What follows belongs to an exercise in optimizing a design on an open flow for small area; a production flow would make more cautious choices.
The RTL was checked by simulation tests, not by an equivalence proof against the original design.
Power and IR drop assume default switching activity. No driver is modelled on the clock port, so clocking that relies on it looks cheaper here than on a real chip.

==> run D <==
==> flow/design.v <==
module fifo #(parameter data_word_size_g = 16,
                        num_fifo_elements_g = 32,
                        reset_pol_g = 1'b0
            )(
            input clk_i, rst_i, clk_en_i, r_en_i, w_en_i,
            input [data_word_size_g-1 : 0] w_data_i,
            output wire [data_word_size_g-1 : 0] r_data_o,
            output wire r_empty_o, w_full_o
            );
    localparam W = data_word_size_g;
    localparam N = num_fifo_elements_g;
    localparam AW = $clog2(N);
    reg [W-1:0] mem [0:N-1];
    reg [W-1:0] r_data_reg;
    reg [AW:0] last;
    wire empty = last[AW];
    wire full  = (last == N - 1);
    wire do_w  = clk_en_i & w_en_i & ~full;
    wire do_r  = clk_en_i & r_en_i & ~empty;
    wire do_w_n = ~do_w;
    wire [W-1:0] mem_d [0:N-1];
    genvar gi, gb;
    generate
        for (gi = 0; gi < N; gi = gi + 1) begin : g_word
            for (gb = 0; gb < W; gb = gb + 1) begin : g_bit
                if (gi == 0) begin : g_in
                    fifo_hold u_hold (.q(mem[gi][gb]), .x(w_data_i[gb]),
                                      .en(do_w), .en_n(do_w_n), .d(mem_d[gi][gb]));
                end else begin : g_shift
                    fifo_hold u_hold (.q(mem[gi][gb]), .x(mem[gi-1][gb]),
                                      .en(do_w), .en_n(do_w_n), .d(mem_d[gi][gb]));
                end
            end
        end
    endgenerate
    integer i;
    always @(posedge clk_i)
        for (i = 0; i < N; i = i + 1)
            mem[i] <= mem_d[i];
    wire [N:0] sel_n, sel;
    fifo_dec #(.AW(AW), .N(N)) u_dec (.a(last[AW-1:0]), .en(do_r), .sel_n(sel_n));
    genvar k;
    generate
        for (k = 0; k <= N; k = k + 1) begin : g_drv
            fifo_inv u_inv (.a(sel_n[k]), .y(sel[k]));
        end
    endgenerate
    wire [W-1:0] rd;
    genvar g, b;
    generate
        for (b = 0; b < W; b = b + 1) begin : g_bit
            wire [N:0] col;
            for (g = 0; g < N; g = g + 1) begin : g_col
                assign col[g] = mem[g][b];
            end
            assign col[N] = r_data_reg[b];
            fifo_rmux1 #(.N(N+1)) u_mux (.sel(sel), .d(col), .q(rd[b]));
        end
    endgenerate
    always @(posedge clk_i)
        r_data_reg <= rd;
    wire inc = do_w & ~do_r;
    wire dec = do_r & ~do_w;
    reg [AW:0] tgl;
    always @* begin
        tgl[0] = inc | dec;
        for (i = 1; i <= AW; i = i + 1)
            tgl[i] = tgl[i-1] & (inc ? last[i-1] : ~last[i-1]);
    end
    always @(posedge clk_i)
        if (rst_i == reset_pol_g)
            last <= {(AW+1){1'b1}};
        else
            last <= last ^ tgl;
    assign r_data_o  = r_data_reg;
    assign w_full_o  = full;
    assign r_empty_o = empty;
endmodule
module fifo_dec #(parameter AW = 5, N = 32) (
    input  [AW-1:0] a,
    input           en,
    output [N:0]    sel_n
    );
    genvar g;
    generate
        for (g = 0; g < N; g = g + 1) begin : g_sel
            assign sel_n[g] = ~(en & (a == g));
        end
    endgenerate
    assign sel_n[N] = en;
endmodule
module fifo_hold (
    input  q, x, en, en_n,
    output d
    );
    assign d = (q | en) & (x | en_n);
endmodule
module fifo_inv (
    input  a,
    output y
    );
    assign y = ~a;
endmodule
module fifo_rmux1 #(parameter N = 33) (
    input  [N-1:0] sel,
    input  [N-1:0] d,
    output         q
    );
    localparam G = (N + 2) / 3;
    wire [3*G-1:0] s = {{(3*G-N){1'b0}}, sel};
    wire [3*G-1:0] x = {{(3*G-N){1'b0}}, d};
    wire [G-1:0] t;
    genvar g;
    generate
        for (g = 0; g < G; g = g + 1) begin : g_grp
            fifo_aoi222 u_aoi (.a0(x[3*g]), .s0(s[3*g]), .a1(x[3*g+1]), .s1(s[3*g+1]),
                               .a2(x[3*g+2]), .s2(s[3*g+2]), .y(t[g]));
        end
    endgenerate
    assign q = ~&t;
endmodule
module fifo_aoi222 (
    input a0, s0, a1, s1, a2, s2,
    output y
    );
    assign y = ~((a0 & s0) | (a1 & s1) | (a2 & s2));
endmodule
==> flow/flow/run.sh <==
#!/bin/bash
# Layout flow: the standard ORFS flow with two changes.
#  - port buffers use the smallest buffer (buf_1) instead of ORFS's default pick;
#  - clock tree synthesis builds the tree from clkbuf_8 cells, clusters up to
#    20 sinks (within 60 um) per leaf buffer and inserts no dummy loads.
# Everything else (synthesis, floorplan, power grid, tap cells, placement,
# routing) is the standard flow run by standard.sh.
set -euo pipefail
cd "$(dirname "$0")/.."
export BUFFER_PORTS_ARGS="-buffer_cell sky130_fd_sc_hd__buf_1"
export CTS_ARGS="-sink_clustering_enable -repair_clock_nets -sink_clustering_size 20 -sink_clustering_max_diameter 60 -buf_list sky130_fd_sc_hd__clkbuf_8 -dont_use_dummy_load"
bash standard.sh > standard_flow.log 2>&1
==> flow/standard.sh <==
#!/bin/bash
# synth_recipe.tcl (not shown) runs the flow's synth.tcl, then flattens the netlist and writes it again
# the make line also repeats each setting of config.mk as NAME=value (left out here)
make -C /OpenROAD-flow-scripts/flow DESIGN_CONFIG=/design/flow/config.mk WORK_HOME=/design/flow/orfs CLKGATE_MAP_FILE= SYNTH_SCRIPT=/design/flow/synth_recipe.tcl "${@:-finish}"
==> flow/config.mk <==
export PLATFORM = sky130hd
export DESIGN_NAME = fifo
export DESIGN_NICKNAME = fifo
export VERILOG_FILES = /design/flow/design.v
export SDC_FILE = /design/flow/constraint.sdc
export NUM_CORES = 4
export LEC_CHECK = 0
export CAP_MARGIN = 0
export CORE_MARGIN = 2
export CORE_UTILIZATION = 70
export SLEW_MARGIN = 0
export SYNTH_HIERARCHICAL = 1
==> flow/constraint.sdc <==
create_clock -name core_clock -period 5.0 [get_ports {clk_i}]
set_input_delay 1.0000 -clock core_clock [delete_from_list [all_inputs] [get_ports {clk_i}]]
set_output_delay 1.0000 -clock core_clock [all_outputs]
set_load 0.01 [all_outputs]
==> run Z: changes against run D <==
--- a/flow/design.v
+++ b/flow/design.v
@@ -19,30 +19,11 @@
     wire do_r  = clk_en_i & r_en_i & ~empty;
-    wire do_w_n = ~do_w;
-    wire [W-1:0] mem_d [0:N-1];
-    genvar gi, gb;
-    generate
-        for (gi = 0; gi < N; gi = gi + 1) begin : g_word
-            for (gb = 0; gb < W; gb = gb + 1) begin : g_bit
-                if (gi == 0) begin : g_in
-                    fifo_hold u_hold (.q(mem[gi][gb]), .x(w_data_i[gb]),
-                                      .en(do_w), .en_n(do_w_n), .d(mem_d[gi][gb]));
-                end else begin : g_shift
-                    fifo_hold u_hold (.q(mem[gi][gb]), .x(mem[gi-1][gb]),
-                                      .en(do_w), .en_n(do_w_n), .d(mem_d[gi][gb]));
-                end
-            end
-        end
-    endgenerate
     integer i;
     always @(posedge clk_i)
-        for (i = 0; i < N; i = i + 1)
-            mem[i] <= mem_d[i];
-    wire [N:0] sel_n, sel;
-    fifo_dec #(.AW(AW), .N(N)) u_dec (.a(last[AW-1:0]), .en(do_r), .sel_n(sel_n));
-    genvar k;
-    generate
-        for (k = 0; k <= N; k = k + 1) begin : g_drv
-            fifo_inv u_inv (.a(sel_n[k]), .y(sel[k]));
+        if (do_w) begin
+            mem[0] <= w_data_i;
+            for (i = 1; i < N; i = i + 1)
+                mem[i] <= mem[i-1];
         end
-    endgenerate
+    wire [N:0] sel;
+    fifo_dec #(.AW(AW), .N(N)) u_dec (.a(last[AW-1:0]), .en(do_r), .sel(sel));
     wire [W-1:0] rd;
@@ -61,10 +42,2 @@
         r_data_reg <= rd;
-    wire inc = do_w & ~do_r;
-    wire dec = do_r & ~do_w;
-    reg [AW:0] tgl;
-    always @* begin
-        tgl[0] = inc | dec;
-        for (i = 1; i <= AW; i = i + 1)
-            tgl[i] = tgl[i-1] & (inc ? last[i-1] : ~last[i-1]);
-    end
     always @(posedge clk_i)
@@ -72,4 +45,6 @@
             last <= {(AW+1){1'b1}};
-        else
-            last <= last ^ tgl;
+        else if (do_w & ~do_r)
+            last <= last + 1'b1;
+        else if (do_r & ~do_w)
+            last <= last - 1'b1;
     assign r_data_o  = r_data_reg;
@@ -81,3 +56,3 @@
     input           en,
-    output [N:0]    sel_n
+    output [N:0]    sel
     );
@@ -86,18 +61,6 @@
         for (g = 0; g < N; g = g + 1) begin : g_sel
-            assign sel_n[g] = ~(en & (a == g));
+            assign sel[g] = en & (a == g);
         end
     endgenerate
-    assign sel_n[N] = en;
-endmodule
-module fifo_hold (
-    input  q, x, en, en_n,
-    output d
-    );
-    assign d = (q | en) & (x | en_n);
-endmodule
-module fifo_inv (
-    input  a,
-    output y
-    );
-    assign y = ~a;
+    assign sel[N] = ~en;
 endmodule
==> flow/flow/run.sh (replaced) <==
#!/bin/bash
# Layout flow: the standard ORFS flow with two changes.
#  - port buffers use the smallest buffer (buf_1) instead of ORFS's default pick;
#  - clock tree synthesis clusters up to 30 sinks per leaf buffer and inserts
#    no dummy loads.
# Everything else (synthesis, floorplan, power grid, tap cells, placement,
# routing) is the standard flow run by standard.sh.
set -euo pipefail
cd "$(dirname "$0")/.."
export BUFFER_PORTS_ARGS="-buffer_cell sky130_fd_sc_hd__buf_1"
export CTS_ARGS="-sink_clustering_enable -repair_clock_nets -sink_clustering_size 30 -sink_clustering_max_diameter 80 -dont_use_dummy_load"
bash standard.sh > standard_flow.log 2>&1
==> results.txt <==
                                                                          run Z                    run D
Max Freq                                                                337 MHz                  276 MHz
Largest net degree at the start of global routing                           192                      245
GRT met3 Usage                                                            6.17%                    4.42%
Wire length of the first global-routing pass                            63.8 mm                  69.4 mm
Primary flip-flop cell chosen by synthesis mapping                     edfxtp_1                  dfxtp_1
Area share of xor/xnor cells in the synthesized design                   0.235%                   0.339%
Cell count after synthesis                                                  882                     1419
Multiplexer share of the synthesized area                                0.107%                       0%
Growth of design area from synthesis to finish                            7.11%                    5.04%
GRT met1 Usage                                                            44.8%                    46.9%
Status                                                  complete, no violations  complete, no violations
Most frequent cell after synthesis                                     edfxtp_1                  dfxtp_1
Post-Route Hold Slack                                                  0.451 ns                 0.478 ns
Number of well taps                                                         335                      330
Plain + repair buffers                                                       76                       43
Switching power share of the total                                        21.5%                    26.6%
Post-route met1 wirelength                                              15.0 mm                  19.4 mm
End point of the critical path                                    r_data_reg[7]                  last[4]
Count of cells along the worst hold path                                      0                        1
Cell area reported after detailed placement                          19400 um^2               18600 um^2
Netlist area before placement                                        18600 um^2               18100 um^2
Multi-input combinational cell count                                        324                      827

## separate check: timing with driven ports
No port has a modelled driver above. Below, the same layouts with a new extraction and two added sets of constraints.
Step 1: set_driving_cell puts a clkbuf_16 on clk_i and a buf_2 on each other input, an assumption about the parent block.
Step 2, shift: input delay + t, output delay - t, t = (earliest + latest rising clock arrival at the registers) / 2. This alone moves slack from input paths to output paths.
Slacks: ideal / step 1 / step 2; pairs: ideal / step 1.
run | t (ns) | setup WS [ns] | hold WS [ns]
run D | 0.663 | 1.371 / 1.371 / 1.166 | 0.478 / 0.478 / 0.478
run Z | 0.593 | 2.036 / 2.061 / 1.468 | 0.451 / 0.451 / 0.451
After both steps every run listed still meets setup and hold. For run Z, which loses most, drivers alone change the setup slack by +0.025 ns; drivers and shift together by -0.568 ns.
